Context: an optimization exercise on an open-source flow, tuned for small area and a short achievable clock period. The choices shown serve that exercise and are no tape-out recipe.
RTL that was checked went through simulation tests only; none was proved equivalent to the original.
Only the layout flow was run in runs 1 to 7; the RTL was not checked for function there.
Power is estimated from default activity; no workload was simulated.

## flow/design.v

```verilog
`timescale 1ns / 1ps
module bcnn_pipeline (
    input  wire       clk,
    input  wire       reset,
    input  wire       pixel_in,
    input  wire       valid_in,
    input  wire [8:0] weight_bits1,
    input  wire [8:0] weight_bits2,
    input  wire [3:0] threshold1,
    input  wire [3:0] threshold2,
    output reg        pixel_out,
    output reg        valid_out
);
    reg [4:0] col, row;
    always @(posedge clk) begin
        if (reset) begin
            col <= 5'd0;
            row <= 5'd0;
        end else if (valid_in) begin
            if (col == 5'd27) begin
                col <= 5'd0;
                row <= (row == 5'd27) ? 5'd0 : row + 5'd1;
            end else begin
                col <= col + 5'd1;
            end
        end
    end
    function [2:0] therm;
        input [2:0] q;
        therm = {&q, (q[0] & q[1]) | (q[0] & q[2]) | (q[1] & q[2]), |q};
    endfunction
    function [9:0] le_therm;
        input [3:0] th;
        integer j;
        for (j = 0; j < 10; j = j + 1)
            le_therm[j] = (th <= j);
    endfunction
    function [6:0] w_of;
        input [1:0] s;
        input [9:0] lth;
        integer k;
        for (k = 0; k < 7; k = k + 1)
            w_of[k] = ((s == 2'd0) & lth[k])     | ((s == 2'd1) & lth[k + 1]) |
                      ((s == 2'd2) & lth[k + 2]) | ((s == 2'd3) & lth[k + 3]);
    endfunction
    function [3:0] v_of;
        input [6:0] w;
        input [2:0] g;
        integer m;
        for (m = 0; m < 4; m = m + 1)
            v_of[m] = w[m] | (g[0] & w[m + 1]) | (g[1] & w[m + 2]) | (g[2] & w[m + 3]);
    endfunction
    function act;
        input [3:0] v;
        input [2:0] g;
        act = v[0] | (g[0] & v[1]) | (g[1] & v[2]) | (g[2] & v[3]);
    endfunction
    function [1:0] count3;
        input [2:0] q;
        count3 = {(q[0] & q[1]) | (q[0] & q[2]) | (q[1] & q[2]), ^q};
    endfunction
    reg  [51:0] lb1;                  
    wire        x1 = pixel_in;        
    wire        m1 = lb1[25];         
    wire        t1 = lb1[51];         
    wire [2:0] q10 = {~(t1 ^ weight_bits1[8]), ~(m1 ^ weight_bits1[5]), ~(x1 ^ weight_bits1[2])};
    wire [2:0] q11 = {~(t1 ^ weight_bits1[7]), ~(m1 ^ weight_bits1[4]), ~(x1 ^ weight_bits1[1])};
    wire [2:0] q12 = {~(t1 ^ weight_bits1[6]), ~(m1 ^ weight_bits1[3]), ~(x1 ^ weight_bits1[0])};
    reg  [1:0] s1;
    reg  [3:0] v1;
    reg        a1_r;                  
    wire [3:0] v1_nx = v_of(w_of(s1, le_therm(threshold1)), therm(q11));
    wire       a1    = act(v1, therm(q12));
    always @(posedge clk) begin
        if (valid_in) begin
            if (col <= 5'd25)
                lb1 <= {lb1[50:0], x1};
            s1   <= count3(q10);
            v1   <= v1_nx;
            a1_r <= a1;
        end
    end
    reg        left1;                 
    reg [11:0] pl1;                   
    reg        p1_r;                  
    wire       pair1    = left1 | a1_r;
    wire       pair1_ev = ~col[0] && col >= 5'd4 && col <= 5'd26;
    wire       p1_ev    = pair1_ev && row[0] && row >= 5'd3 && row <= 5'd25;
    always @(posedge clk) begin
        if (valid_in) begin
            if (col[0])
                left1 <= a1_r;
            if (pair1_ev)
                pl1 <= {pl1[10:0], pair1};
            if (p1_ev)
                p1_r <= pair1 | pl1[11];
        end
    end
    wire       l2_ev = row[0] && row >= 5'd3 && row <= 5'd25 && col[0] && col >= 5'd5;
    reg [23:0] lb2;                   
    wire       x2 = p1_r;
    wire       m2 = lb2[11];
    wire       t2 = lb2[23];
    wire [2:0] q20 = {~(t2 ^ weight_bits2[8]), ~(m2 ^ weight_bits2[5]), ~(x2 ^ weight_bits2[2])};
    wire [2:0] q21 = {~(t2 ^ weight_bits2[7]), ~(m2 ^ weight_bits2[4]), ~(x2 ^ weight_bits2[1])};
    wire [2:0] q22 = {~(t2 ^ weight_bits2[6]), ~(m2 ^ weight_bits2[3]), ~(x2 ^ weight_bits2[0])};
    reg  [1:0] s2;
    reg  [3:0] v2;
    wire [3:0] v2_nx = v_of(w_of(s2, le_therm(threshold2)), therm(q21));
    wire       a2    = act(v2, therm(q22));
    reg        left2;
    reg  [4:0] pl2;
    wire       pair2    = left2 | a2;
    wire       left2_ev = l2_ev && col[1:0] == 2'b01;
    wire       pair2_ev = l2_ev && col[1:0] == 2'b11 && col >= 5'd11;
    wire       out_ev   = pair2_ev && row[1:0] == 2'b01 && row >= 5'd9;
    always @(posedge clk) begin
        if (l2_ev && valid_in) begin
            lb2 <= {lb2[22:0], x2};
            s2  <= count3(q20);
            v2  <= v2_nx;
        end
        if (left2_ev && valid_in)
            left2 <= a2;
        if (pair2_ev && valid_in)
            pl2 <= {pl2[3:0], pair2};
        pixel_out <= pair2 | pl2[4];
    end
    always @(posedge clk) begin
        if (reset)
            valid_out <= 1'b0;
        else
            valid_out <= valid_in && out_ev;
    end
endmodule
```

## flow/run.sh

```bash
#!/bin/bash
# synth_recipe.tcl (not shown) runs the flow's synth.tcl, then flattens the netlist and writes it again
# the make line also repeats each setting of config.mk as NAME=value (left out here)
make -C /OpenROAD-flow-scripts/flow DESIGN_CONFIG=/design/flow/config.mk WORK_HOME=/design/flow/orfs CLKGATE_MAP_FILE= SYNTH_SCRIPT=/design/flow/synth_recipe.tcl finish
```

## flow/config.mk

```make
export PLATFORM = sky130hd
export DESIGN_NAME = bcnn_pipeline
export DESIGN_NICKNAME = bcnn_pipeline
export VERILOG_FILES = /design/flow/design.v
export SDC_FILE = /design/flow/constraint.sdc
export NUM_CORES = 4
export LEC_CHECK = 0
export CAP_MARGIN = 20
export CORE_MARGIN = 2
export CORE_UTILIZATION = 40
export SLEW_MARGIN = 20
```

## flow/constraint.sdc

```tcl
create_clock -name core_clock -period 4.0 [get_ports {clk}]
set_input_delay 0.8000 -clock core_clock [delete_from_list [all_inputs] [get_ports {clk}]]
set_output_delay 0.8000 -clock core_clock [all_outputs]
set_load 0.01 [all_outputs]
```

==> metrics.md, run 1 <==
| Metric | Value |
|---|---|
| Routed len/inst | between 10 and 15 um |
| Register area | 0.00351 mm2 |
| H-tree depth reported by CTS | 4 |
| Detail Placement HPWL | 4.71 mm |
| Vias per std cell | between 4 and 5 |
| Status | no timing/DRC/antenna violations |
| Pre-CTS setup slack | 1100 ps |
| Ys Warns | 1 |
| Final setup violating endpoints | 0 |
| EDFF count, synth | 109 |
| Synthesized instance count | 341 |
| Hold_buf cts | 0 |
| Fill count | 1032 |
| Aggregate routed wire length | 7.86 mm |
| Total GRT Usage | 13.1% |
| Die area | 0.0133 mm2 |
| RSZ-0062 raised after global routing | no |
| Minimum clock period | 2490 ps |
| Footprint of the multi-input gates | 0.00134 mm2 |
| Vias in the first global route | 2702 |
| Min-Delay Path Class | flip-flop to flip-flop |
| Post-Syn Nets | 378 |
| Clk_skew | about 9.8 ps |
| Via Count | 2814 |
| Critical R2R Launch | row[1]$_SDFFE_PP0P_ |
| Max-slew violations | 0 |
| Drt initial violations | 234 |
| Synth cell types | 50 |
| Root buffer cell | clkbuf_16 |
| Worst Max-Slew Pin Slew | slightly above 600 ps |
| Post-CTS setup buffer count | 0 |
| R2R Path End | lb2[14]$_DFFE_PP_ |
| Fmax | 0.401 GHz |
| HP Start | lb2[21]$_DFFE_PP_ |
| Area growth from synthesis to layout | 23.1% |
| Clock buffer depth | 2 |
| Port Buf Inserts | 31 |
| First-pass GRT wire length | 13.2 mm |
| Crit path max fanout | 8 |
| Setup TNS Final | 0 ps |
| Maxcap violations | 0 |
| #FFs+latches synth | 121 |
| Peak VDD IR | between 0.2 and 0.3 mV |
| Post-DP Area | 0.00547 mm2 |
| Most used flip-flop cell after synthesis | edfxtp_1 |
| Crit. Startpoint | threshold1[0] |
| Gr ovfl total | 0 |
| Arr. time, crit path | 2630 ps |
| Antenna viol nets, final | 0 |
| Total I/O pin count | 32 |
| Register area share after synthesis | 71.0% |
| Largest net degree at the start of global routing | 53 |
| Die width | 115 um |
| FP Rows | 40 |
| Reg2reg setup slack | 1570 ps |
| Pwr Density | 519 mW/mm2 |
| TritonRoute pass-1 iters | 4 |
| Post-Syn Area | 0.00495 mm2 |
| Initial core utilization | 41.0% |
| Ant diodes | 0 |
| Hold path depth | 0 |
| Hold endpoint | lb2[22]$_DFFE_PP_ |
| Post-CTS sizing | 0 |
| Lkg Pwr | 2.05 nW |
| Clock sink count | 121 |
| Worst r2r path cells | 5 |
| Worst Setup Slack, final | ~1500 ps |
| Final Instance Area | 0.00609 mm2 |
| Initial antenna violation count | 0 |
| Hold Vio Cnt, Final | 0 |
| Mapped Avg Cell Area | about 15 um2 |
| Total CTS buffers | 17 |
| CP endpoint kind | flip-flop |
| Fraction of layout cells with a size suffix above 1 | a little under an eighth |
| Fin nets | 421 |
| Drt drc | 0 |
| Clk latency of the worst-skew pair | 400 ps |
| Crit share post-route | between 60% and 70% |
| Clock transition at path regs | 50 ps |
| CTS tree | done |
| Ys async rst share | 0% |
| Die Y | 115 um |
| Routability cong. | just under 0.9 |
| Worst hold slack | ~410 ps |
| Rel. slew slack | 58.7% |
| CP Class | input port to flip-flop |
| Data required, critical path | 4140 ps |
| Core Area | 0.0121 mm2 |
| Critical path launch point type | input port |
## state kept, by name, summed over array words and instances (netlist names), 2 cells and up
name  flops
pl1      12
v2        4
row       5
col       5
v1        4
lb2      24
s2        2
s1        2
pl2       5
lb1      52
## cells in the mapped netlist, types with 4 or more instances
master	instances	area share [%]
nand3_1	8	0.81
nor3_1	4	0.40
ha_1	5	1.3
a31oi_1	7	0.89
o21ai_0	8	0.81
o221ai_1	5	0.89
a21oi_1	24	2.4
clkbuf_1	8	0.61
nand2b_1	6	0.76
o31ai_1	6	0.91
inv_1	18	1.4
xor2_1	12	2.1
nor2b_1	4	0.51
maj3_1	8	1.6
and2_1	5	0.63
nand2_1	13	0.99
dfxtp_1	12	4.9
edfxtp_1	109	66
xnor2_1	4	0.71
nor2_1	19	1.4
## area by class of cell
cell class	instances	area share, %
sequential	121	57.7
tap	168	3.45
multi-input combinational	191	22.0
timing repair buffer	35	5.59
clock inverter	14	3.08
clock buffer	18	7.05
inverter	18	1.11
## placed cells by master, fill, tap and decap left out, drive strengths merged, types with 3 or more instances in the layout
cell type / n
o21a: 3
xnor2: 4
and2: 5
nand3: 8
a31oi: 7
o221ai: 5
nand2: 13
clkinv: 4
nor2: 19
nor2b: 4
o31ai: 6
buf: 4
ha: 5
edfxtp: 109
nor3: 5
clkdlybuf4s50: 31
inv: 24
a21oi: 24
clkbuf: 18
o21ai: 10
dfxtp: 12
o22ai: 3
xor2: 15
a211oi: 3
nor3b: 3
bufinv: 3
nand2b: 6
a41oi: 3
maj3: 8
## critical path, stage by stage
cell and delay (ps):
clkdlybuf4s50_1 590, nor2b_1 420, a21oi_1 170, o21ai_1 160, a221oi_1 90, or3_1 390
## worst max path at each step
stage,slack (ps),cells past startpoint,endpoint
6_report,1510,6,v1[2]$_DFFE_PP_
5_1_grt,1320,5,lb2[18]$_DFFE_PP_
4_1_cts,1530,5,lb2[14]$_DFFE_PP_
3_5_place_dp,1100,5,lb2[16]$_DFFE_PP_
3_3_place_gp,1150,5,lb2[15]$_DFFE_PP_
2_1_floorplan,1040,4,left2$_DFFE_PP_
## per-stage QoR
| step | std cells | util, % | power, W |
|---|---|---|---|
| floorplan | 341 | - | 0.00156 |
| detailed placement | 533 | 45.4 | 0.00162 |
| CTS | 565 | 50.5 | 0.00319 |
| finish | 565 | 50.5 | 0.00316 |
| global route | 565 | 50.5 | 0.00328 |
| global placement | 533 | 45.4 | 0.00162 |
## logic make-up after synthesis
family	after synthesis	synth area share [%]
AOI/OAI and AO/OA	81	11.0
and+or+nand+nor	73	7.59
adders and majority gates	15	3.69
DFF	121	71.0
xor gates and xnor gates	19	3.82
muxes	3	0.632
buffers and inverters	29	2.28
## layer usage
metal  vias to the layer above  global-route usage [%]  part of all wire [%]
met3                         9                    5.11                   4.4
met4                         0                    4.82                   1.3
met1                      1336                    18.3                    50
li1                       1394                       -                     -
met5                         -                       0                     0
met2                        75                    18.5                    44
## report_power, final
part	switching, W	internal (W)	leakage, nW
logic	0.0000910	0.0000747	0.651
registers	0.0000168	0.00142	1.10
clock network	0.000566	0.000997	0.298
total	0.000674	0.00249	2.05
==> inputs of run 2 (changes only) <==
--- a/flow/config.mk
+++ b/flow/config.mk
@@ -9,3 +9,4 @@
 export CORE_MARGIN = 2
 export CORE_UTILIZATION = 40
+export SETUP_SLACK_MARGIN = 2.2
 export SLEW_MARGIN = 20
==> run 2 against run 1 <==
- combinational power increased by 43%
- clock skew decreased by 1.3 ps
- clock-buffer cell count unchanged
- via count increased by 9.4%
- total power increased by 4.8%
- final area increased by 14%
- die area unchanged
- sequential share of layout area decreased by 6.8 points
- non-clock buffer count increased by 36
- sequential cell count unchanged
- core utilization increased by 6.9 points
- cell count increased by 6.5%
==> metrics.md, run 2 <==
| Metric | Value |
|---|---|
| CP Class | input port to flip-flop |
| Crit share post-route | between 40 and 50% |
| Pwr Density | around 480 mW/mm2 |
| Clk_skew | approximately 8.6 ps |
| Lkg Pwr | 2.39 nW |
| Area growth from synthesis to layout | 40.0% |
| EDFF count, synth | 109 |
| Min-Delay Path Class | flip-flop to flip-flop |
| Post-Syn Area | 0.00495 mm2 |
| Max-slew violations | 0 |
| Worst r2r path cells | 7 |
| Slowest stage delay, CP | 270 ps |
| TritonRoute pass-1 iters | 4 |
| Synth cell types | 50 |
| Minimum clock period | 1920 ps |
| Initial antenna violation count | 0 |
| Cell repeated most along the worst path | buf_6 |
| Footprint of the multi-input gates | about 0.0018 mm2 |
| Via Count | about 3000 |
| Clock buffer depth | 2 |
| Fill count | 915 |
| Total CTS buffers | 17 |
| Arr. time, crit path | about 2200 ps |
| HP Start | lb1[45]$_DFFE_PP_ |
| Final Power | roughly 0.0033 W |
| Post-synth top area cell | edfxtp_1 |
| Most used flip-flop cell after synthesis | edfxtp_1 |
| Fmax | 0.520 GHz |
| Seq pwr share | 43.3% |
| #FFs+latches synth | 121 |
| Ys async rst share | 0% |
| Clock share of power | 49.5% |
| Detail Placement HPWL | 5.00 mm |
| Critical path launch point type | input port |
| Reg2reg setup slack | 2090 ps |
| RSZ-0062 raised after global routing | yes |
| Data required, critical path | 4260 ps |
| Die Y | 115 um |
| Hold path depth | 0 |
| R2R Path End | v1[1]$_DFFE_PP_ |
| Max reg flops | 52 |
| Sw Ratio | 22.0% |
| Combinational fraction of design power | 7.2% |
| Cell with the most instances after synthesis | edfxtp_1 |
| Total I/O pin count | 32 |
| Gr ovfl total | 0 |
| Clock sink count | 121 |
| Vias per std cell | 5.11 |
| Hold Vio Cnt, Final | 0 |
| Commonest non-fill, non-tap cell in the layout | edfxtp_1 |
| Regs by FF count | lb1 x52, lb2 x24, pl1 x12 |
| Crit path max fanout | 4 |
| Final setup violating endpoints | 0 |
| Critical R2R Launch | lb1[25]$_DFFE_PP_ |
| Crit path cell chain | buf_2 -> xor2_4 -> buf_6 -> buf_6 -> nor4_2 -> o22ai_1 -> a22o_1 -> a21oi_2 |
| Ys Warns | 1 |
| Drt initial violations | 234 |
| Biggest register | lb1 |
| Fin nets | 458 |
| Antenna viol nets, final | 0 |
| Largest cells by area after synthesis | edfxtp_1, dfxtp_1, a21oi_1 |
| Rel. slew slack | between 60% and 70% |
| CTS tree | done |
| Clk latency of the worst-skew pair | about 410 ps |
| Register area share after synthesis | 71.0% |
| Synth cell count leaders | edfxtp_1, a21oi_1, nor2_1, inv_1, nand2_1 |
| Register area | about 0.0035 mm2 |
| Routed len/inst | 15.7 um |
| Hold endpoint | lb1[46]$_DFFE_PP_ |
| Routability cong. | 0.884 |
| Fraction of layout cells with a size suffix above 1 | 35.3% |
| First-pass GRT wire length | 14.7 mm |
| Yosys top cell area share | between 60% and 70% |
| Setup TNS Final | 0 ps |
| Peak VDD IR | ~0.26 mV |
| FP Rows | 40 |
| Core Area | 0.0121 mm2 |
| Drt drc | 0 |
| Most frequent cells in the layout | edfxtp_1, buf_4, nor2_1 |
| Switch Pwr | 0.000729 W |
| Aggregate routed wire length | 9.48 mm |
| Status | no timing/DRC/antenna violations |
| Maxcap violations | 0 |
| Internal power | 0.00259 W |
| Die area | 0.0133 mm2 |
| Root buffer cell | clkbuf_16 |
| Vias in the first global route | 3021 |
| Post-Syn Nets | 378 |
| Worst Max-Slew Pin Slew | 473 ps |
| CP endpoint kind | flip-flop |
| Mapped Avg Cell Area | approximately 15 um2 |
| Port Buf Inserts | 31 |
| Largest net degree at the start of global routing | 28 |
| Synthesized instance count | 341 |
| Ant diodes | 0 |
| Total GRT Usage | 14.6% |
| Crit-path slowest cell | nor4_2 |
| H-tree depth reported by CTS | 4 |
| Die width | 115 um |
| Initial core utilization | 41.0% |
| Clock transition at path regs | around 60 ps |
-- run 2: cell counts after synthesis --
Identical to the previous run, type by type.
-- run 2: cells by family (layout without fill, tap and decap cells) --
| logic type | Yosys count | in the layout | synth area share (%) |
|---|---|---|---|
| AO/OA/AOI/OAI | 81 | 82 | 11.0 |
| buffers and inverters | 29 | 121 | 2.28 |
| multiplexers | 3 | 3 | 0.632 |
| AND/OR/NAND/NOR | 73 | 73 | 7.59 |
| adder cells (fa/ha/maj) | 15 | 15 | 3.69 |
| XOR/XNOR | 19 | 19 | 3.82 |
| flip-flops | 121 | 121 | 71.0 |
-- run 2: worst max path at each step --
stage | depth (start not counted) | start | end
3_3_place_gp | 6 | threshold1[0] | v1[2]$_DFFE_PP_
3_5_place_dp | 6 | threshold1[0] | v1[2]$_DFFE_PP_
5_1_grt | 7 | lb1[25]$_DFFE_PP_ | v1[1]$_DFFE_PP_
4_1_cts | 5 | threshold1[2] | v1[2]$_DFFE_PP_
6_report | 8 | weight_bits1[4] | v1[1]$_DFFE_PP_
2_1_floorplan | 4 | valid_in | left2$_DFFE_PP_
-- run 2: power by group through the flow --
stage	Sequential, W	Combinational (W)	Clock (W)
6_report	0.00143	0.000238	0.00164
3_5_place_dp	0.00146	0.000183	0
3_3_place_gp	0.00146	0.000180	0
2_1_floorplan	0.00145	0.000124	0
4_1_cts	0.00143	0.000197	0.00168
5_1_grt	0.00144	0.000258	0.00175
-- run 2: critical path: cells and delay by family --
kind | cells | cell delay (ps)
AO/OA/AOI/OAI | 3 | 510
buffers and inverters | 3 | 390
XOR/XNOR | 1 | 200
AND/OR/NAND/NOR | 1 | 270
-- run 2: metal layers --
metal	global-route usage (%)	routed length, um	vias up
met1	19.6	4340	1487
met4	7.71	265	0
met5	0	0	-
met2	21.8	4450	101
met3	4.01	435	27
li1	-	-	1463
-- run 2: final cells by class --
type / count / share of cell area, %
clock buffers: 18 / 6.20
well taps: 168 / 3.04
flip-flops and latches: 121 / 50.9
repair buffers: 71 / 10.3
inverters: 18 / 0.976
clock inverters: 14 / 3.02
multi-input cells: 192 / 25.7
-- run 2: through the flow --
step                      utilization [%]  worst slack, ps  area (um2)  cells  hold slack (ps)
after floorplan                         -             1570        5200    341              400
after global placement               47.1             1150        5680    533              403
after detailed placement             47.1             1080        5680    533              405
after CTS                            54.9             2050        6630    585              416
after global routing                 57.4             2020        6930    602              420
final                                57.4             2080        6930    602              417
-- run 2: what timing repair did --
action,CTS,global route
resized for setup,85,47
setup endpoints to repair,125,75
cloned,1,2
buffers inserted,19,15
hold buffers,0,0
pin swaps,22,33
==> inputs of run 3 (changes only) <==
--- a/flow/config.mk
+++ b/flow/config.mk
@@ -9,4 +9,4 @@
 export CORE_MARGIN = 2
 export CORE_UTILIZATION = 40
-export SETUP_SLACK_MARGIN = 2.2
+export SETUP_SLACK_MARGIN = 2.5
 export SLEW_MARGIN = 20
==> run 3 against run 2 <==
- still clean
- total power decreased by 3.5%
- clock skew increased by 11 ps
- non-clock buffer count increased by 21
- critical path type unchanged
- highest routed layer unchanged
==> metrics.md, run 3 <==
| Metric | Value |
|---|---|
| Routability cong. | 0.884 |
| Critical R2R Launch | lb1[25]$_DFFE_PP_ |
| Peak VDD IR | 0.247 mV |
| Yosys top cell area share | 66.2% |
| FP Rows | 40 |
| Fraction of layout cells with a size suffix above 1 | 44.4% |
| Cell with the most instances after synthesis | edfxtp_1 |
| Clock sink count | 121 |
| Vias in the first global route | 3068 |
| Ant diodes | 0 |
| Drt initial violations | 181 |
| Detail Placement HPWL | 5.17 mm |
| Min-Delay Path Class | flip-flop to flip-flop |
| Pwr Density | 436 mW/mm2 |
| Most frequent cells in the layout | edfxtp_1, buf_4, clkbuf_16 |
| Reg2reg setup slack | 2150 ps |
| H-tree depth reported by CTS | 4 |
| Via Count | 3223 |
| Gr ovfl total | 0 |
| Most used flip-flop cell after synthesis | edfxtp_1 |
| Core Area | 0.0121 mm2 |
| Die area | 0.0133 mm2 |
| Hold_buf cts | 0 |
| Synth cell types | 50 |
| Crit share post-route | 46.7% |
| Fin util | between 60% and 70% |
| Vias per std cell | about 5.2 |
| Worst r2r path cells | 6 |
| Max reg flops | 52 |
| Port Buf Inserts | 31 |
| RSZ-0062 raised after global routing | yes |
| Ys Warns | 1 |
| Total CTS buffers | 17 |
| Minimum clock period | 1870 ps |
| Initial antenna violation count | 0 |
| Synth cell count leaders | edfxtp_1, a21oi_1, nor2_1, inv_1, nand2_1 |
| Initial core utilization | 41.0% |
| Crit-path slowest cell | maj3_2 |
| TritonRoute pass-1 iters | 4 |
| Final setup violating endpoints | 0 |
| Post-Syn Area | 0.00495 mm2 |
| Largest net degree at the start of global routing | 20 |
| Hold Vio Cnt, Final | 0 |
| Arr. time, crit path | 2000 ps |
| Mapped Avg Cell Area | roughly 15 um2 |
| Regs by FF count | lb1 x52, lb2 x24, pl1 x12 |
| R2R Path End | v1[0]$_DFFE_PP_ |
| Fin nets | 479 |
| Crit path cell chain | buf_2 -> xor2_4 -> buf_4 -> nor3_4 -> maj3_2 -> o221ai_1 -> a31oi_1 |
| Rel. slew slack | 70.0% |
| CTS tree | done |
| Crit path max fanout | 6 |
| Fmax | 0.535 GHz |
| Worst Max-Slew Pin Slew | 451 ps |
| Clk_skew | 19.9 ps |
| Ys async rst share | 0% |
| Final Power | 0.00320 W |
| Setup TNS Final | 0 ps |
| Post-synth top area cell | edfxtp_1 |
| Cell family with most CP delay | compound AO/OA/AOI/OAI gates |
| Total GRT Usage | 15.2% |
| Slowest stage delay, CP | 290 ps |
| Routed len/inst | between 15 and 20 um |
| Lkg Pwr | 2.59 nW |
| Worst hold slack | 400 ps |
| Largest cells by area after synthesis | edfxtp_1, dfxtp_1, a21oi_1 |
| CP endpoint kind | flip-flop |
| Buf/Inv on CP | 2 |
| Hold endpoint | lb1[28]$_DFFE_PP_ |
| HP Start | lb1[27]$_DFFE_PP_ |
| Aggregate routed wire length | 10.1 mm |
| Hold path depth | 0 |
| EDFF count, synth | 109 |
| Post-Syn Nets | about 380 |
| Synthesized instance count | 341 |
| Clk latency of the worst-skew pair | 410 ps |
| CP Class | input port to flip-flop |
| Root buffer cell | clkbuf_16 |
| Biggest register | lb1 |
| Area growth from synthesis to layout | 48.4% |
| Drt drc | 0 |
| Clock buffer depth | 2 |
| Antenna viol nets, final | 0 |
| Total I/O pin count | 32 |
| Commonest non-fill, non-tap cell in the layout | edfxtp_1 |
| Die Y | about 120 um |
| Maxcap violations | 0 |
| Clock transition at path regs | 60 ps |
| Die width | between 100 and 150 um |
| Max-slew violations | 0 |
| First-pass GRT wire length | 15.3 mm |
| Status | no timing/DRC/antenna violations |
| Critical path launch point type | input port |
| Register area share after synthesis | approximately 70% |
| #FFs+latches synth | 121 |
| Data required, critical path | roughly 4100 ps |
[run 3: cell counts after synthesis]
Identical to the previous run, type by type.
[run 3: metrics by stage]
| step | cell area, um2 | std cells | setup slack, ps |
|---|---|---|---|
| 3_5_place_dp | 5740 | 533 | 1040 |
| 5_1_grt | 7340 | 623 | 2080 |
| 4_1_cts | 6940 | 603 | 2140 |
| 6_report | 7340 | 623 | 2130 |
| 2_1_floorplan | 5270 | 341 | 1570 |
| 3_3_place_gp | 5740 | 533 | 1090 |
[run 3: worst max path at each step]
stage | start | cells after the start | endpoint
2_1_floorplan | valid_in | 4 | left2$_DFFE_PP_
3_3_place_gp | pixel_in | 6 | v1[3]$_DFFE_PP_
3_5_place_dp | pixel_in | 6 | v1[3]$_DFFE_PP_
4_1_cts | lb1[51]$_DFFE_PP_ | 5 | v1[2]$_DFFE_PP_
5_1_grt | threshold1[0] | 6 | v1[2]$_DFFE_PP_
6_report | weight_bits1[4] | 7 | v1[0]$_DFFE_PP_
[run 3: metal layers]
layer / GRT usage (%) / vias to the layer above / routed length, um
li1: - / 1505 / -
met1: 20.1 / 1605 / 4410
met2: 23.5 / 103 / 5050
met3: 4.59 / 10 / 477
met4: 6.35 / 0 / 144
met5: 0 / - / 0
[run 3: cell families (layout without fill, tap and decap cells)]
| kind of cell | count (synthesis) | in the layout | share of synthesized area, % |
|---|---|---|---|
| buf+inv | 29 | 142 | 2.28 |
| simple gates | 73 | 73 | 7.59 |
| xor+xnor | 19 | 19 | 3.82 |
| compound gates | 81 | 82 | 11.0 |
| mux | 3 | 3 | 0.632 |
| fa+ha+maj | 15 | 15 | 3.69 |
| flops | 121 | 121 | 71.0 |
[run 3: cell type report]
type	count	area, um2
Fill cell	877	4720
Sequential cell	121	3540
Multi-Input combinational cell	192	1900
Timing Repair Buffer	92	1030
Clock buffer	17	425
Tap cell	168	210
Clock inverter	15	165
Inverter	18	72.6
[run 3: repair_timing]
| action | CTS | global route |
|---|---|---|
| buffers inserted | 34 | 12 |
| endpoints found under the setup margin | 136 | 124 |
| cloned | 4 | 8 |
| pin swaps | 25 | 20 |
| resized for setup | 146 | 39 |
[run 3: worst reg2reg max path, cell delays in order (launching register included)]
cell      delay (ps)
edfxtp_1         490
xor2_4           270
buf_4            170
nor3_4            50
maj3_2           290
o221ai_1         200
a31oi_1          110
[run 3: report_power, final]
group	leakage, nW	internal, W	switching, W
Clock	0.279	0.000927	0.000578
Sequential	1.11	0.00141	0.0000216
Combinational	1.20	0.000127	0.000133
Total	2.59	0.00247	0.000732
==> inputs of run 4 (changes only) <==
--- a/flow/config.mk
+++ b/flow/config.mk
@@ -6,7 +6,7 @@
 export NUM_CORES = 4
 export LEC_CHECK = 0
+export ABC_CLOCK_PERIOD_IN_PS = 1500
 export CAP_MARGIN = 20
 export CORE_MARGIN = 2
 export CORE_UTILIZATION = 40
-export SETUP_SLACK_MARGIN = 2.5
 export SLEW_MARGIN = 20
==> run 4 against run 3 <==
- critical path depth shrank 1
- synthesized area is the same
- setup slack lost 620 ps
- critical endpoint is now v1[2]$_DFFE_PP_
- largest cell class unchanged
- die area is the same
- still clean on timing, DRC and antenna
- combinational power shrank 36%
- global-route usage shrank 2.1 points
- core utilization shrank 10 points
- via count shrank 13%
- wire length shrank 22%
- critical path type unchanged
==> metrics.md, run 4 <==
| Metric | Value |
|---|---|
| Status | no timing/DRC/antenna violations |
| Most frequent cells in the layout | edfxtp_1, clkdlybuf4s50_1, a21oi_1 |
| Max-slew violations | 0 |
| Commonest non-fill, non-tap cell in the layout | edfxtp_1 |
| Aggregate routed wire length | 7.86 mm |
| Post-Syn Nets | 378 |
| Synth cell types | 50 |
| Cell with the most instances after synthesis | edfxtp_1 |
| Crit-path slowest cell | clkdlybuf4s50_1 |
| Pre-CTS setup slack | 1100 ps |
| Vias in the first global route | 2702 |
| Port Buf Inserts | 31 |
| Pwr Density | around 520 mW/mm2 |
| Synth cell count leaders | edfxtp_1, a21oi_1, nor2_1, inv_1, nand2_1 |
| TritonRoute pass-1 iters | 4 |
| Vias per std cell | 4.98 |
| Via Count | 2814 |
| First-pass GRT wire length | 13.2 mm |
| Yosys top cell area share | 66.2% |
| Fin nets | 421 |
| Footprint of the multi-input gates | 0.00134 mm2 |
| Critical path launch point type | input port |
| Mapped Avg Cell Area | between 10 and 15 um2 |
| Slowest stage delay, CP | 590 ps |
| Ys Warns | 1 |
| Worst r2r path cells | 5 |
| #FFs+latches synth | between 100 and 150 |
| Ant diodes | 0 |
| Initial antenna violation count | 0 |
| Ys async rst share | 0% |
| Die Y | 115 um |
| EDFF count, synth | 109 |
| Total CTS buffers | 17 |
| Hold path depth | 0 |
| Post-synth top area cell | edfxtp_1 |
| Fill count | a little over 1000 |
| Data required, critical path | between 4000 and 5000 ps |
| Routed len/inst | roughly 14 um |
| Reg2reg setup slack | ~1600 ps |
| Die width | 115 um |
| Peak VDD IR | 0.286 mV |
| Post-Syn Area | slightly below 0.005 mm2 |
| Register area | 0.00351 mm2 |
| Most used flip-flop cell after synthesis | edfxtp_1 |
| Routability cong. | 0.880 |
| R2R Path End | lb2[14]$_DFFE_PP_ |
| Min-Delay Path Class | flip-flop to flip-flop |
| Die area | 0.0133 mm2 |
| Post-CTS sizing | 0 |
| CTS tree | done |
| Worst Setup Slack, final | 1510 ps |
| Clock buffer depth | 2 |
| Hold endpoint | lb2[22]$_DFFE_PP_ |
| Clock transition at path regs | 50 ps |
| Rel. slew slack | 58.7% |
| Largest net degree at the start of global routing | 53 |
| FP Rows | 40 |
| Maxcap violations | 0 |
| Clock sink count | between 100 and 150 |
| Minimum clock period | 2490 ps |
| Initial core utilization | 41.0% |
| Lkg Pwr | 2.05 nW |
| H-tree depth reported by CTS | 4 |
| Hold_buf cts | 0 |
| Post-CTS setup buffer count | 0 |
| Gr ovfl total | 0 |
| Largest cells by area after synthesis | edfxtp_1, dfxtp_1, a21oi_1 |
| RSZ-0062 raised after global routing | no |
| Root buffer cell | clkbuf_16 |
| HP Start | lb2[21]$_DFFE_PP_ |
| Hold Vio Cnt, Final | 0 |
| Total GRT Usage | 13.1% |
| Fraction of layout cells with a size suffix above 1 | ~12% |
| Detail Placement HPWL | 4.71 mm |
| Synthesized instance count | roughly 340 |
| Final setup violating endpoints | 0 |
| Clk_skew | 9.81 ps |
| CP endpoint kind | flip-flop |
| Crit path cell chain | clkdlybuf4s50_1 -> nor2b_1 -> a21oi_1 -> o21ai_1 -> a221oi_1 -> or3_1 |
| Critical R2R Launch | row[1]$_SDFFE_PP0P_ |
| Setup TNS Final | 0 ps |
| Core Area | 0.0121 mm2 |
| Register area share after synthesis | 71.0% |
| Clk latency of the worst-skew pair | 400 ps |
| CP Class | input port to flip-flop |
| Drt drc | 0 |
| Crit path max fanout | 8 |
| Fmax | 0.401 GHz |
| Area growth from synthesis to layout | 23.1% |
| Crit share post-route | 62.4% |
| Drt initial violations | roughly 230 |
| Total I/O pin count | 32 |
| Worst Max-Slew Pin Slew | between 600 and 700 ps |
| Arr. time, crit path | 2630 ps |
| Max reg flops | 52 |
| Biggest register | lb1 |
| Regs by FF count | lb1 x52, lb2 x24, pl1 x12 |
| Antenna viol nets, final | 0 |
[run 4: cell counts after synthesis]
Identical to the previous run, type by type.
[run 4: how the worst max path moves through the flow]
stage	start	slack (ps)	to
floorplan	valid_in	1040	left2$_DFFE_PP_
global placement	valid_in	1150	lb2[15]$_DFFE_PP_
detailed placement	valid_in	1100	lb2[16]$_DFFE_PP_
CTS	row[1]$_SDFFE_PP0P_	1530	lb2[14]$_DFFE_PP_
global route	row[1]$_SDFFE_PP0P_	1320	lb2[18]$_DFFE_PP_
finish	threshold1[0]	1510	v1[2]$_DFFE_PP_
[run 4: through the flow]
step / cell area (um2) / util [%] / power, W / instances / hold WS [ps]
finish: 6090 / 50.5 / 0.00316 / 565 / 414
global route: 6090 / 50.5 / 0.00328 / 565 / 423
CTS: 6090 / 50.5 / 0.00319 / 565 / 415
detailed placement: 5470 / 45.4 / 0.00162 / 533 / 405
global placement: 5470 / 45.4 / 0.00162 / 533 / 402
floorplan: 4950 / - / 0.00156 / 341 / 400
[run 4: power breakdown]
group | switching (W) | internal, W
sequential | 0.0000168 | 0.00142
combinational | 0.0000910 | 0.0000747
clock | 0.000566 | 0.000997
[run 4: area by class of cell]
cell class,instances,share of cell area (%)
flip-flops and latches,121,57.7
well taps,168,3.45
multi-input cells,191,22.0
inverters,18,1.11
clock inverters,14,3.08
repair buffers,35,5.59
clock buffers,18,7.05
[run 4: layer usage]
metal | up-vias | GRT usage (%) | wire length (um)
li1 | 1394 | - | -
met1 | 1336 | 18.3 | 3920
met2 | 75 | 18.5 | 3500
met3 | 9 | 5.11 | 345
met4 | 0 | 4.82 | 99
met5 | - | 0 | 0
[run 4: cells by family (layout without fill, tap and decap cells)]
kind of cell               after synthesis  count (layout)  share of synthesized area (%)
AOI/OAI and AO/OA                       81              81                           11.0
xor gates and xnor gates                19              19                           3.82
adders and majority gates               15              15                           3.69
buffers and inverters                   29              85                           2.28
DFF                                    121             121                           71.0
muxes                                    3               3                          0.632
and+or+nand+nor                         73              73                           7.59
[run 4: worst max-delay path, delay by kind of cell]
family,cells,cell delay (ps)
buffers and inverters,1,590
AOI/OAI and AO/OA,3,420
and+or+nand+nor,2,810
==> inputs of run 5 (changes only) <==
--- a/flow/config.mk
+++ b/flow/config.mk
@@ -10,3 +10,4 @@
 export CORE_MARGIN = 2
 export CORE_UTILIZATION = 40
+export SETUP_SLACK_MARGIN = 2.2
 export SLEW_MARGIN = 20
==> run 5 against run 4 <==
- final area is 14% higher
- worst hold slack better by 3.3 ps
- sequential cell count stayed put
- critical endpoint is now v1[1]$_DFFE_PP_
- largest power group unchanged
==> metrics.md, run 5 <==
| Metric | Value |
|---|---|
| Detail Placement HPWL | 5.00 mm |
| Drt drc | 0 |
| Ant diodes | 0 |
| Regs by FF count | lb1 x52, lb2 x24, pl1 x12 |
| Ys async rst share | 0% |
| Vias per std cell | approximately 5.1 |
| Area growth from synthesis to layout | 40.0% |
| Footprint of the multi-input gates | 0.00178 mm2 |
| Peak VDD IR | 0.257 mV |
| Hold_buf cts | 0 |
| #FFs+latches synth | 121 |
| Port Buf Inserts | 31 |
| Initial core utilization | roughly two fifths |
| Routed len/inst | 15.7 um |
| Initial antenna violation count | 0 |
| Synthesized instance count | 341 |
| Routability cong. | 0.884 |
| Critical path launch point type | input port |
| Commonest non-fill, non-tap cell in the layout | edfxtp_1 |
| Crit share post-route | about half |
| Clock transition at path regs | ~60 ps |
| Most frequent cells in the layout | edfxtp_1, buf_4, nor2_1 |
| Min-Delay Path Class | flip-flop to flip-flop |
| Largest cells by area after synthesis | edfxtp_1, dfxtp_1, a21oi_1 |
| Placed cell count | 533 |
| Data required, critical path | 4260 ps |
| Worst Max-Slew Pin Slew | 473 ps |
| Core Area | 0.0121 mm2 |
| CTS tree | done |
| Register area | 0.00352 mm2 |
| Total I/O pin count | 32 |
| TritonRoute pass-1 iters | 4 |
| H-tree depth reported by CTS | 4 |
| Total GRT Usage | between 10 and 15% |
| Pwr Density | 479 mW/mm2 |
| Fin nets | between 400 and 500 |
| Rel. slew slack | 68.5% |
| Clk_skew | 8.55 ps |
| Biggest register | lb1 |
| Maxcap violations | 0 |
| Fmax | 0.520 GHz |
| Minimum clock period | 1920 ps |
| Switch Pwr | 0.000729 W |
| RSZ-0062 raised after global routing | yes |
| Fraction of layout cells with a size suffix above 1 | 35.3% |
| Synth cell count leaders | edfxtp_1, a21oi_1, nor2_1, inv_1, nand2_1 |
| Via Count | 3078 |
| Aggregate routed wire length | about 9.5 mm |
| Arr. time, crit path | 2180 ps |
| Largest net degree at the start of global routing | 28 |
| Root buffer cell | clkbuf_16 |
| CP Class | input port to flip-flop |
| Most used flip-flop cell after synthesis | edfxtp_1 |
| CP endpoint kind | flip-flop |
| Yosys top cell area share | between 60 and 70% |
| Ys Warns | 1 |
| Seq pwr share | 43.3% |
| Fill count | 915 |
| Total CTS buffers | 17 |
| Crit path max fanout | 4 |
| Post-Syn Nets | between 300 and 400 |
| Die width | ~120 um |
| Clk latency of the worst-skew pair | 410 ps |
| First-pass GRT wire length | 14.7 mm |
| Hold Vio Cnt, Final | 0 |
| Register area share after synthesis | slightly above 70% |
| Clock buffer depth | 2 |
| Sw Ratio | 22.0% |
| Max-slew violations | 0 |
| Gr ovfl total | 0 |
| Max reg flops | 52 |
| Lkg Pwr | 2.39 nW |
| Cell with the most instances after synthesis | edfxtp_1 |
| Layout Cells excl Fill | 602 |
| Clock sink count | 121 |
| Final setup violating endpoints | 0 |
| Internal power | around 0.0026 W |
| Status | no timing/DRC/antenna violations |
| Setup TNS Final | 0 ps |
| FP Rows | 40 |
| Die area | roughly 0.013 mm2 |
| Synth cell types | 50 |
| Post-Syn Area | 0.00495 mm2 |
| Antenna viol nets, final | 0 |
| Die Y | 115 um |
| Drt initial violations | 234 |
| EDFF count, synth | 109 |
| Post-synth top area cell | edfxtp_1 |
| Vias in the first global route | between 3000 and 4000 |
| Mapped Avg Cell Area | 14.5 um2 |
| Combinational fraction of design power | slightly above 7% |
| Clock share of power | 49.5% |
run 5: cell counts after synthesis:
Identical to the previous run, type by type.
run 5: worst paths after layout:
kind                      from  slack [ps]                end  cells past startpoint
max            weight_bits1[4]        2080    v1[1]$_DFFE_PP_                      8
max reg2reg  lb1[25]$_DFFE_PP_        2090    v1[1]$_DFFE_PP_                      7
min reg2reg  lb1[45]$_DFFE_PP_         420  lb1[46]$_DFFE_PP_                      0
min          lb1[45]$_DFFE_PP_         420  lb1[46]$_DFFE_PP_                      0
run 5: worst max-delay path, stage by stage:
cell,delay [ps]
buf_2,130
xor2_4,200
buf_6,150
buf_6,110
nor4_2,270
o22ai_1,150
a22o_1,240
a21oi_2,120
run 5: area by class of cell:
type,instances,area share [%]
clock buffer,18,6.20
multi-input combinational,192,25.7
timing repair buffer,71,10.3
clock inverter,14,3.02
sequential,121,50.9
inverter,18,0.976
tap,168,3.04
run 5: timing repair:
item	4_1_cts	5_1_grt
endpoints found under the setup margin	125	75
gates cloned	1	2
resized for setup	85	47
endpoints found under the hold margin	0	0
pin swaps	22	33
setup buffers	19	15
run 5: kinds of logic (layout without fill, tap and decap cells):
logic type               count (synthesis)  after routing  share of synthesized area, %
adder cells (fa/ha/maj)                 15             15                          3.69
flip-flops                             121            121                          71.0
AND/OR/NAND/NOR                         73             73                          7.59
buffers and inverters                   29            121                          2.28
multiplexers                             3              3                         0.632
AO/OA/AOI/OAI                           81             82                          11.0
XOR/XNOR                                19             19                          3.82
run 5: power groups by stage:
| stage | logic (W) | clock network (W) | registers (W) |
|---|---|---|---|
| 2_1_floorplan | 0.000124 | 0 | 0.00145 |
| 3_3_place_gp | 0.000180 | 0 | 0.00146 |
| 3_5_place_dp | 0.000183 | 0 | 0.00146 |
| 4_1_cts | 0.000197 | 0.00168 | 0.00143 |
| 5_1_grt | 0.000258 | 0.00175 | 0.00144 |
| 6_report | 0.000238 | 0.00164 | 0.00143 |
run 5: routing by layer:
metal | track usage, % | share of wire (%) | vias to the layer above
li1 | - | - | 1463
met1 | 19.6 | 46 | 1487
met2 | 21.8 | 47 | 101
met3 | 4.01 | 4.6 | 27
met4 | 7.71 | 2.8 | 0
met5 | 0 | 0 | -
run 5: metrics by stage:
| step | setup WS [ps] | cell area [um2] | hold slack (ps) | total power [W] | util (%) |
|---|---|---|---|---|---|
| 2_1_floorplan | 1570 | 5200 | 400 | 0.00158 | - |
| 3_3_place_gp | 1150 | 5680 | 403 | 0.00164 | 47.1 |
| 3_5_place_dp | 1080 | 5680 | 405 | 0.00164 | 47.1 |
| 4_1_cts | 2050 | 6630 | 416 | 0.00331 | 54.9 |
| 5_1_grt | 2020 | 6930 | 420 | 0.00344 | 57.4 |
| 6_report | 2080 | 6930 | 417 | 0.00331 | 57.4 |
==> inputs of run 6 (changes only) <==
--- a/flow/config.mk
+++ b/flow/config.mk
@@ -6,8 +6,7 @@
 export NUM_CORES = 4
 export LEC_CHECK = 0
-export ABC_CLOCK_PERIOD_IN_PS = 1500
 export CAP_MARGIN = 20
 export CORE_MARGIN = 2
 export CORE_UTILIZATION = 40
-export SETUP_SLACK_MARGIN = 2.2
+export SETUP_SLACK_MARGIN = 1.9
 export SLEW_MARGIN = 20
==> run 6 against run 5 <==
- still clean
- wire length down 11%
- total power down 2.4%
- sequential cell count unchanged
- register-to-register slack worse by 110 ps
- maximum frequency down 8.8%
- clock power about the same
- non-clock buffer count down 23
- worst hold slack worse by 4.4 ps
- sequential share of layout area up 4.2 points
- critical path depth down 2
- first-iteration DRC count up 35%
- largest cell class unchanged
- highest routed layer unchanged
==> metrics.md, run 6 <==
| Metric | Value |
|---|---|
| Fin nets | 434 |
| RSZ-0062 raised after global routing | yes |
| Clk_skew | 16.8 ps |
| Most frequent cells in the layout | edfxtp_1, a21oi_1, nor2_1 |
| Synth cell count leaders | edfxtp_1, a21oi_1, nor2_1, inv_1, nand2_1 |
| Critical R2R Launch | lb1[25]$_DFFE_PP_ |
| Crit path max fanout | 6 |
| Port Buf Inserts | 31 |
| Post-synth top area cell | edfxtp_1 |
| Sw Ratio | 19.7% |
| Total CTS buffers | 17 |
| Internal power | approximately 0.0026 W |
| Core Area | between 0.01 and 0.015 mm2 |
| Hold_buf cts | 0 |
| Initial antenna violation count | 0 |
| Hold Vio Cnt, Final | 0 |
| Largest net degree at the start of global routing | 28 |
| Yosys top cell area share | 66.2% |
| Commonest non-fill, non-tap cell in the layout | edfxtp_1 |
| Gr ovfl total | 0 |
| Maxcap violations | 0 |
| Cell with the most instances after synthesis | edfxtp_1 |
| Synthesized instance count | 341 |
| Largest cells by area after synthesis | edfxtp_1, dfxtp_1, a21oi_1 |
| Data required, critical path | 4150 ps |
| Reg2reg setup slack | 1980 ps |
| Fin util | between 50% and 60% |
| First-pass GRT wire length | about 14 mm |
| Biggest register | lb1 |
| EDFF count, synth | 109 |
| Aggregate routed wire length | 8.44 mm |
| Drt drc | 0 |
| Crit. Startpoint | weight_bits1[7] |
| Detail Placement HPWL | 4.96 mm |
| Slowest stage delay, CP | 380 ps |
| CP Class | input port to flip-flop |
| Regs by FF count | lb1 x52, lb2 x24, pl1 x12 |
| Setup TNS Final | 0 ps |
| Seq pwr share | 44.4% |
| Worst Max-Slew Pin Slew | 524 ps |
| Area growth from synthesis to layout | 29.1% |
| Clock sink count | about 120 |
| Total GRT Usage | 13.8% |
| Post-DP Area | 0.00550 mm2 |
| Die Y | roughly 120 um |
| TritonRoute pass-1 iters | 6 |
| FP Rows | 40 |
| Crit-path slowest cell | or3_1 |
| Mapped Avg Cell Area | 14.5 um2 |
| Clock buffer depth | 2 |
| Clock transition at path regs | 50 ps |
| Arr. time, crit path | between 2000 and 2500 ps |
| Max reg flops | 52 |
| Minimum clock period | ~2100 ps |
| Fmax | ~0.47 GHz |
| Routability cong. | about 0.9 |
| Vias per std cell | 5.11 |
| HP Start | lb1[9]$_DFFE_PP_ |
| CTS tree | done |
| #FFs+latches synth | 121 |
| Post-Syn Nets | roughly 380 |
| Root buffer cell | clkbuf_16 |
| Switch Pwr | around 0.00064 W |
| H-tree depth reported by CTS | 4 |
| Clock share of power | between 40% and 50% |
| Lkg Pwr | 2.22 nW |
| Clk latency of the worst-skew pair | 410 ps |
| CP endpoint kind | flip-flop |
| Drt initial violations | 317 |
| Min-Delay Path Class | flip-flop to flip-flop |
| Crit path cell chain | dlygate4sd2_1 -> xor2_2 -> a31oi_1 -> o22ai_1 -> a221oi_1 -> or3_1 |
| Total I/O pin count | 32 |
| Most used flip-flop cell after synthesis | edfxtp_1 |
| Final setup violating endpoints | 0 |
| Initial core utilization | between 40% and 50% |
| Die width | 115 um |
| Status | no timing/DRC/antenna violations |
| Fraction of layout cells with a size suffix above 1 | 18.5% |
| Vias in the first global route | 2873 |
| Routed len/inst | 14.6 um |
| Max-slew violations | 0 |
| Die area | 0.0133 mm2 |
| Ant diodes | 0 |
| Fill count | 1002 |
| Ys Warns | 1 |
| Final Instance Area | 0.00638 mm2 |
| Post-Syn Area | between 0.004 and 0.005 mm2 |
| Rel. slew slack | 65.1% |
| Critical path launch point type | input port |
| Register area share after synthesis | 71.0% |
| Combinational fraction of design power | under 10% |
| Ys async rst share | 0% |
| Via Count | 2952 |
| Antenna viol nets, final | 0 |
| Crit share post-route | 52.7% |
| Pwr Density | 507 mW/mm2 |
| Peak VDD IR | between 0.3 and 0.4 mV |
| Synth cell types | 50 |
## run 6: worst paths after layout
path | end | cells past startpoint
setup / recovery | v1[2]$_DFFE_PP_ | 6
hold / removal | lb1[10]$_DFFE_PP_ | 0
hold reg to reg | lb1[10]$_DFFE_PP_ | 0
setup reg to reg | v1[2]$_DFFE_PP_ | 5
## run 6: cell type report
type,instances,area [um2],area share [%]
clock buffers,19,433,6.78
repair buffers,48,444,6.96
flip-flops and latches,121,3510,55.0
clock inverters,13,201,3.16
multi-input cells,191,1520,23.7
well taps,168,210,3.29
inverters,18,67.6,1.06
## run 6: repair_timing
action | CTS | global route
pin swaps | 12 | 5
gates cloned | 0 | 0
resized for setup | 36 | 11
setup endpoints to repair | 64 | 38
buffers inserted | 11 | 2
## run 6: per-stage QoR
| step | setup slack, ps | hold slack [ps] | power (W) | instances |
|---|---|---|---|---|
| 2_1_floorplan | 1570 | 400 | 0.00156 | 341 |
| 3_3_place_gp | 1160 | 402 | 0.00162 | 533 |
| 3_5_place_dp | 1110 | 405 | 0.00163 | 533 |
| 4_1_cts | 1720 | 416 | 0.00326 | 576 |
| 5_1_grt | 1820 | 419 | 0.00335 | 578 |
| 6_report | 1890 | 413 | 0.00324 | 578 |
## run 6: power groups by stage
stage	clock (W)	combinational, W	sequential [W]
finish	0.00161	0.000184	0.00144
global route	0.00171	0.000204	0.00144
CTS	0.00165	0.000180	0.00144
detailed placement	0	0.000166	0.00146
global placement	0	0.000163	0.00146
floorplan	0	0.000110	0.00145
## run 6: cell families after synthesis
| group | after synthesis | share of synthesized area (%) |
|---|---|---|
| AOI/OAI and AO/OA | 81 | 11.0 |
| adders and majority gates | 15 | 3.69 |
| xor gates and xnor gates | 19 | 3.82 |
| and+or+nand+nor | 73 | 7.59 |
| muxes | 3 | 0.632 |
| DFF | 121 | 71.0 |
| buffers and inverters | 29 | 2.28 |
## run 6: layer usage
metal | global-route usage, % | part of all wire, % | routed length (um) | vias up
met5 | 0 | 0 | 0 | -
met4 | 7.47 | 2.4 | 199 | 0
met3 | 4.48 | 3.9 | 330 | 20
met2 | 20.8 | 45 | 3830 | 74
met1 | 17.8 | 48 | 4080 | 1444
li1 | - | - | - | 1414
## run 6: worst max-delay path: cells and delay by family
family                 cells  cell delay (ps)
buffers and inverters      1              250
XOR/XNOR                   1              290
AO/OA/AOI/OAI              3              530
AND/OR/NAND/NOR            1              380
==> inputs of run 7 (changes only) <==
--- a/flow/config.mk
+++ b/flow/config.mk
@@ -9,4 +9,4 @@
 export CORE_MARGIN = 2
 export CORE_UTILIZATION = 40
-export SETUP_SLACK_MARGIN = 1.9
+export SETUP_SLACK_MARGIN = 1.6
 export SLEW_MARGIN = 20
==> run 7 against run 6 <==
- critical path depth unchanged
- setup slack got worse by 250 ps
- highest routed layer unchanged
- clock-buffer cell count decreased by 2
- sequential power about the same
- maximum frequency decreased by 11%
- sequential cell count unchanged
- final area decreased by 4.9%
- via count decreased by 3.1%
==> metrics.md, run 7 <==
| Metric | Value |
|---|---|
| First-pass GRT wire length | approximately 13 mm |
| Gr ovfl total | 0 |
| Largest net degree at the start of global routing | 36 |
| Critical path launch point type | input port |
| Core Area | between 0.01 and 0.015 mm2 |
| Post-Syn Area | 0.00495 mm2 |
| Clock sink count | 121 |
| Clk_skew | 5.66 ps |
| TritonRoute pass-1 iters | 5 |
| Commonest non-fill, non-tap cell in the layout | edfxtp_1 |
| Peak VDD IR | 0.253 mV |
| Crit share post-route | 58.9% |
| RSZ-0062 raised after global routing | yes |
| Routed len/inst | about 14 um |
| Crit path max fanout | 7 |
| CTS tree | done |
| Data required, critical path | between 4000 and 5000 ps |
| Largest cells by area after synthesis | edfxtp_1, dfxtp_1, a21oi_1 |
| Antenna viol nets, final | 0 |
| Synth cell count leaders | edfxtp_1, a21oi_1, nor2_1, inv_1, nand2_1 |
| Ys Warns | 1 |
| Status | no timing/DRC/antenna violations |
| Biggest register | lb1 |
| Hold path depth | 0 |
| Total CTS buffers | 17 |
| EDFF count, synth | between 100 and 150 |
| Most used flip-flop cell after synthesis | edfxtp_1 |
| CP Class | input port to flip-flop |
| CP endpoint | v1[3]$_DFFE_PP_ |
| Yosys top cell area share | 66.2% |
| CP endpoint kind | flip-flop |
| Pwr Density | 506 mW/mm2 |
| Register area share after synthesis | 71.0% |
| Via Count | roughly 2900 |
| Setup TNS Final | 0 ps |
| Ant diodes | 0 |
| Aggregate routed wire length | around 8 mm |
| Die width | approximately 120 um |
| Drt drc | 0 |
| Routability cong. | 0.861 |
| Clock buffer depth | 2 |
| Clock transition at path regs | 60 ps |
| Post-synth top area cell | edfxtp_1 |
| Initial antenna violation count | 0 |
| Die Y | ~120 um |
| Min-Delay Path Class | flip-flop to flip-flop |
| Initial core utilization | approximately two fifths |
| H-tree depth reported by CTS | 4 |
| Final setup violating endpoints | 0 |
| Fin nets | 421 |
| FP Rows | 40 |
| Worst hold slack | 417 ps |
| Mapped Avg Cell Area | roughly 15 um2 |
| Most frequent cells in the layout | edfxtp_1, clkdlybuf4s50_1, a21oi_1 |
| Max reg flops | 52 |
| R2R Path End | left2$_DFFE_PP_ |
| Rel. slew slack | 63.8% |
| Crit. Startpoint | weight_bits1[4] |
| Hold_buf cts | 0 |
| Die area | 0.0133 mm2 |
| Lkg Pwr | 2.05 nW |
| Synth cell types | 50 |
| Fill count | around 1000 |
| Synthesized instance count | 341 |
| Post-Syn Nets | between 300 and 400 |
| Minimum clock period | between 2000 and 2500 ps |
| Regs by FF count | lb1 x52, lb2 x24, pl1 x12 |
| Max-slew violations | 0 |
| Detail Placement HPWL | roughly 4.7 mm |
| Area growth from synthesis to layout | 22.8% |
| Reg2reg setup slack | approximately 1900 ps |
| Ys async rst share | 0% |
| Worst Max-Slew Pin Slew | roughly 540 ps |
| Cell with the most instances after synthesis | edfxtp_1 |
| Maxcap violations | 0 |
| Port Buf Inserts | 31 |
| #FFs+latches synth | 121 |
| Total GRT Usage | 12.9% |
| Total I/O pin count | 32 |
| Critical R2R Launch | row[1]$_SDFFE_PP0P_ |
| Vias per std cell | 5.06 |
| Drt initial violations | 250 |
| Arr. time, crit path | between 2000 and 2500 ps |
| Vias in the first global route | approximately 2600 |
| Fmax | 0.424 GHz |
| Worst r2r path cells | 6 |
| Fin util | 50.4% |
| Hold Vio Cnt, Final | 0 |
| Clk latency of the worst-skew pair | 410 ps |
| Fraction of layout cells with a size suffix above 1 | 13.4% |
| Root buffer cell | clkbuf_16 |
run 7: cell count changes in the layout (fill, tap and decap cells not counted), sizes merged:
cell,previous run,this run
clkdlybuf4s50,14,29
inv,18,26
dlymetal6s2s,5,0
dlygate4sd2,11,1
buf,17,4
bufinv,5,1
clkinv,6,5
clkbuf,20,18
clkinvlp,2,1
run 7: report_power, final:
group          leakage, nW  internal [W]  total (W)  switching, W
Combinational        0.661     0.0000757   0.000168     0.0000924
Sequential            1.10       0.00142    0.00143     0.0000185
Clock                0.286      0.000880    0.00147      0.000590
Total                 2.05       0.00237    0.00307      0.000701
run 7: layout make-up:
cell class              count  area (um2)  share of cell area (%)
flip-flops and latches    121        3510                    57.8
multi-input cells         191        1370                    22.5
clock buffers              17         425                    7.00
repair buffers             35         334                    5.50
well taps                 168         210                    3.46
clock inverters            15         158                    2.60
inverters                  18        67.6                    1.11
run 7: kinds of logic (layout without fill, tap and decap cells):
| logic type | after synthesis | count (layout) | synth area share, % |
|---|---|---|---|
| AOI/OAI and AO/OA | 81 | 81 | 11.0 |
| xor gates and xnor gates | 19 | 19 | 3.82 |
| buffers and inverters | 29 | 85 | 2.28 |
| muxes | 3 | 3 | 0.632 |
| adders and majority gates | 15 | 15 | 3.69 |
| and+or+nand+nor | 73 | 73 | 7.59 |
| DFF | 121 | 121 | 71.0 |
run 7: worst min-delay path by stage:
stage | start | end
2_1_floorplan | lb1[9]$_DFFE_PP_ | lb1[10]$_DFFE_PP_
3_3_place_gp | lb1[10]$_DFFE_PP_ | lb1[11]$_DFFE_PP_
3_5_place_dp | lb2[5]$_DFFE_PP_ | lb2[6]$_DFFE_PP_
4_1_cts | lb2[5]$_DFFE_PP_ | lb2[6]$_DFFE_PP_
5_1_grt | lb2[5]$_DFFE_PP_ | lb2[6]$_DFFE_PP_
6_report | pl1[10]$_DFFE_PP_ | pl1[11]$_DFFE_PP_
run 7: per-layer routing:
layer	wire, um	track usage [%]	vias to the layer above
met4	119	6.27	0
met3	357	4.48	9
li1	-	-	1395
met2	3590	18.3	70
met1	3930	17.9	1387
met5	0	0	-
run 7: critical path: stages:
cell	delay, ps
clkdlybuf4s50_1	500
xor2_2	310
nand3_1	230
o21a_1	220
o41ai_1	240
o221ai_1	180
run 7: what timing repair did:
| action | in CTS | in global routing |
|---|---|---|
| gates resized for setup | 3 | 7 |
| endpoints found under the setup margin | 71 | 41 |
| setup buffers | 1 | 0 |
run 7: metrics by stage:
stage                     power [W]  setup WS (ps)  cells  instance area (um2)
after floorplan             0.00156           1480    341                 4970
after global placement      0.00162           1010    532                 5460
after detailed placement    0.00162            954    532                 5460
after CTS                   0.00311           1630    565                 6050
after global routing        0.00319           1540    565                 6070
final                       0.00307           1640    565                 6070
==> inputs of run 8 (changes only) <==
--- a/flow/design.v
+++ b/flow/design.v
@@ -13,15 +13,21 @@
 );
     reg [4:0] col, row;
+    reg       f_lb1, f_pl1, f_l2;
+    wire      last_col = (col == 5'd27);
+    wire [4:0] col_nx  = last_col ? 5'd0 : col + 5'd1;
+    wire [4:0] row_nx  = last_col ? ((row == 5'd27) ? 5'd0 : row + 5'd1) : row;
     always @(posedge clk) begin
         if (reset) begin
-            col <= 5'd0;
-            row <= 5'd0;
+            col   <= 5'd0;
+            row   <= 5'd0;
+            f_lb1 <= 1'b1;
+            f_pl1 <= 1'b0;
+            f_l2  <= 1'b0;
         end else if (valid_in) begin
-            if (col == 5'd27) begin
-                col <= 5'd0;
-                row <= (row == 5'd27) ? 5'd0 : row + 5'd1;
-            end else begin
-                col <= col + 5'd1;
-            end
+            col   <= col_nx;
+            row   <= row_nx;
+            f_lb1 <= (col_nx <= 5'd25);
+            f_pl1 <= ~col_nx[0] && col_nx >= 5'd4 && col_nx <= 5'd26;
+            f_l2  <= row_nx[0] && row_nx >= 5'd3 && row_nx <= 5'd25 && col_nx[0] && col_nx >= 5'd5;
         end
     end
@@ -74,5 +80,5 @@
     always @(posedge clk) begin
         if (valid_in) begin
-            if (col <= 5'd25)
+            if (f_lb1)
                 lb1 <= {lb1[50:0], x1};
             s1   <= count3(q10);
@@ -85,6 +91,6 @@
     reg        p1_r;                  
     wire       pair1    = left1 | a1_r;
-    wire       pair1_ev = ~col[0] && col >= 5'd4 && col <= 5'd26;
-    wire       p1_ev    = pair1_ev && row[0] && row >= 5'd3 && row <= 5'd25;
+    wire       pair1_ev = f_pl1;
+    wire       p1_ev    = f_pl1 && row[0] && row >= 5'd3 && row <= 5'd25;
     always @(posedge clk) begin
         if (valid_in) begin
@@ -97,5 +103,5 @@
         end
     end
-    wire       l2_ev = row[0] && row >= 5'd3 && row <= 5'd25 && col[0] && col >= 5'd5;
+    wire       l2_ev = f_l2;
     reg [23:0] lb2;                   
     wire       x2 = p1_r;
--- a/flow/config.mk
+++ b/flow/config.mk
@@ -9,4 +9,4 @@
 export CORE_MARGIN = 2
 export CORE_UTILIZATION = 40
-export SETUP_SLACK_MARGIN = 1.6
+export SETUP_SLACK_MARGIN = 2.2
 export SLEW_MARGIN = 20
==> run 8 against run 7 <==
- still clean
- combinational power rose by 26%
- first-iteration DRC count fell by 9.2%
- clock power rose by 14%
- core utilization rose by 3.0 points
- total power rose by 9.6%
- synthesized cell count rose by 12%
- final area rose by 11%
- sequential power rose by 3%
- wire length rose by 17%
- synthesized area rose by 4.7%
- cell count rose by 10%
- setup slack improved by 420 ps
- critical endpoint is now v2[0]$_DFFE_PP_
==> metrics.md, run 8 <==
| Metric | Value |
|---|---|
| Synth cell count leaders | edfxtp_1, a21oi_1, nor2_1, nand2_1, o21ai_0 |
| Clk_skew | roughly 7.3 ps |
| Total GRT Usage | between 10% and 20% |
| Maxcap violations | 0 |
| Switch Pwr | 0.000693 W |
| Post-synth top area cell | edfxtp_1 |
| CP Class | flip-flop to flip-flop |
| Port Buf Inserts | 31 |
| Layout Cells excl Fill | 624 |
| Die area | 0.0139 mm2 |
| R2R Path End | v2[0]$_DFFE_PP_ |
| Synth cell types | 51 |
| Max-slew violations | 0 |
| Regs by FF count | lb1 x52, lb2 x24, pl1 x12 |
| Total CTS buffers | 17 |
| Die width | approximately 120 um |
| Arr. time, crit path | approximately 2100 ps |
| Data required, critical path | 4150 ps |
| Rel. slew slack | approximately three fifths |
| Worst r2r path cells | 5 |
| Root buffer cell | clkbuf_16 |
| Crit path max fanout | 6 |
| CP endpoint kind | flip-flop |
| Most frequent cells in the layout | edfxtp_1, a21oi_1, nor2_1 |
| Clock share of power | 49.6% |
| Initial core utilization | approximately two fifths |
| Gr ovfl total | 0 |
| Critical path launch point type | flip-flop |
| Clock buffer depth | 2 |
| Fill count | 1074 |
| Register area | 0.00358 mm2 |
| Mapped Avg Cell Area | 13.6 um2 |
| Minimum clock period | 1940 ps |
| Area growth from synthesis to layout | 29.9% |
| Worst Max-Slew Pin Slew | 582 ps |
| TritonRoute pass-1 iters | 5 |
| Status | no timing/DRC/antenna violations |
| Vias in the first global route | a little over 3000 |
| Ant diodes | 0 |
| FP Rows | 41 |
| Routability cong. | 0.825 |
| Crit. Startpoint | lb2[23]$_DFFE_PP_ |
| Cell with the most instances after synthesis | edfxtp_1 |
| Worst hold slack | between 400 and 500 ps |
| Detail Placement HPWL | between 5 and 6 mm |
| Clock sink count | 124 |
| Initial antenna violation count | 0 |
| CP endpoint | v2[0]$_DFFE_PP_ |
| Internal power | between 0.002 and 0.003 W |
| Critical R2R Launch | lb2[23]$_DFFE_PP_ |
| Post-Syn Area | 0.00518 mm2 |
| Register area share after synthesis | 69.0% |
| Setup TNS Final | 0 ps |
| Footprint of the multi-input gates | 0.00178 mm2 |
| Aggregate routed wire length | approximately 9.4 mm |
| Reg2reg setup slack | 2060 ps |
| EDFF count, synth | 109 |
| RSZ-0062 raised after global routing | yes |
| Largest net degree at the start of global routing | 32 |
| Drt initial violations | 227 |
| Placed cell count | approximately 570 |
| Post-Syn Nets | between 400 and 500 |
| Core Area | 0.0126 mm2 |
| #FFs+latches synth | 124 |
| Fmax | slightly above 0.5 GHz |
| CTS tree | done |
| Clock transition at path regs | roughly 60 ps |
| Antenna viol nets, final | 0 |
| Commonest non-fill, non-tap cell in the layout | edfxtp_1 |
| Min-Delay Path Class | flip-flop to flip-flop |
| Synthesized instance count | 381 |
| Sw Ratio | 20.6% |
| Met1 usage | 19.0% |
| Crit share post-route | about half |
| Final setup violating endpoints | 0 |
| Clk latency of the worst-skew pair | approximately 400 ps |
| Yosys top cell area share | 63.2% |
| Hold Vio Cnt, Final | 0 |
| Fin util | 53.3% |
| Drt drc | 0 |
| Via Count | roughly 3200 |
| GRT busiest layer | met2 |
| Die Y | 118 um |
| Seq pwr share | 44.1% |
| Routed len/inst | around 15 um |
| Peak VDD IR | 0.340 mV |
| Pwr Density | roughly 500 mW/mm2 |
| Largest cells by area after synthesis | edfxtp_1, dfxtp_1, a21oi_1 |
| Fin nets | approximately 480 |
| Met3 usage | 4.60% |
| Max reg flops | 52 |
| Met2 usage | 22.1% |
| Vias per std cell | 5.10 |
| Lkg Pwr | about 2.4 nW |
| Hold path depth | 0 |
| Combinational fraction of design power | 6.3% |
| Biggest register | lb1 |
| First-pass GRT wire length | 15.5 mm |
| Fraction of layout cells with a size suffix above 1 | 25.2% |
| H-tree depth reported by CTS | 4 |
| Ys async rst share | 0% |
| Ys Warns | 1 |
| Total I/O pin count | 32 |
| Most used flip-flop cell after synthesis | edfxtp_1 |
-- run 8: changes by cell type in the layout (fill, tap and decap cells not counted), sizes merged, moves of 4 or more --
cell	change
and2	+6
nand2	+4
and3	+6
o21ai	+7
inv	-9
buf	+26
clkdlybuf4s15	+5
bufinv	+4
clkdlybuf4s50	-23
dlygate4sd2	+6
xnor2	+7
o221ai	-5
nor3	+6
-- run 8: cell families after synthesis --
kind of cell	synth area share, %
adders and majority gates	3.31
AOI/OAI and AO/OA	10.6
buffers and inverters	2.29
muxes	0.580
and+or+nand+nor	10.4
DFF	69.0
xor gates and xnor gates	3.89
-- run 8: layer usage --
layer,vias to the layer above,part of all wire (%)
li1,1561,-
met1,1546,47
met2,69,47
met3,9,4.6
met4,0,1.1
met5,-,0
-- run 8: worst min-delay path by stage --
| stage | startpoint | to | slack [ps] |
|---|---|---|---|
| 2_1_floorplan | lb1[9]$_DFFE_PP_ | lb1[10]$_DFFE_PP_ | 400 |
| 3_3_place_gp | lb2[20]$_DFFE_PP_ | lb2[21]$_DFFE_PP_ | 400 |
| 3_5_place_dp | lb1[0]$_DFFE_PP_ | lb1[1]$_DFFE_PP_ | 400 |
| 4_1_cts | lb1[0]$_DFFE_PP_ | lb1[1]$_DFFE_PP_ | 420 |
| 5_1_grt | lb2[16]$_DFFE_PP_ | lb2[17]$_DFFE_PP_ | 420 |
| 6_report | lb1[29]$_DFFE_PP_ | lb1[30]$_DFFE_PP_ | 420 |
-- run 8: final cells by class --
cell class,count,area share [%]
clock buffer,19,6.43
clock inverter,13,3.18
inverter,14,0.781
multi-input combinational,230,26.5
sequential,124,53.2
tap,172,3.20
timing repair buffer,52,6.75
-- run 8: worst max-delay path: stages (launching register included) --
cell	delay, ps
edfxtp_1	540
xnor2_4	190
maj3_2	370
o21ai_1	140
a211oi_1	80
a2111o_1	360
-- run 8: power by group through the flow --
stage	registers, W	clock network, W	logic (W)
4_1_cts	0.00149	0.00170	0.000203
3_5_place_dp	0.00151	0	0.000184
5_1_grt	0.00149	0.00176	0.000235
3_3_place_gp	0.00151	0	0.000181
2_1_floorplan	0.00150	0	0.000128
6_report	0.00148	0.00167	0.000211
-- run 8: stage by stage --
step                      area [um2]  total power [W]  worst slack (ps)
after floorplan                 5360          0.00163              1970
after global placement          5780          0.00169              1260
after detailed placement        5780          0.00169              1190
after CTS                       6640          0.00339              2030
after global routing            6730          0.00349              1960
final                           6730          0.00337              2060
-- run 8: what timing repair did --
item                       in CTS  in global routing
setup endpoints to repair      98                 18
gates resized for setup        80                 32
hold buffers                    0                  0
pin swaps                      21                 13
setup buffers                  16                  4
gates cloned                    4                  0

port drivers added, routing unchanged:
How much do the figures lean on ideal ports? The routed layouts below were timed once more, with nothing changed but the port constraints.
Step 1: set_driving_cell puts a clkbuf_16 on clk and a buf_2 on each other input, an assumption about the parent block.
Step 2 times the ports against the registers' clock, not the clock port: input delays grow and output delays shrink by t, the midpoint of the rising clock arrivals with the driver on.
Slacks: no drivers / after step 1 / after step 2; pairs: no drivers / after step 1.
run	t, ns	setup slack, ns
run 1	0.435	1.506 / 1.520 / 1.085
run 2	0.436	2.076 / 2.089 / 1.655
run 3	0.441	2.130 / 2.140 / 1.699
run 4	0.435	1.506 / 1.520 / 1.085
run 5	0.436	2.076 / 2.089 / 1.655
run 6	0.436	1.892 / 1.908 / 1.472
run 7	0.445	1.643 / 1.660 / 1.215
run 8	0.439	2.059 / 2.059 / 1.684
After both steps setup and hold are still met in every run listed.
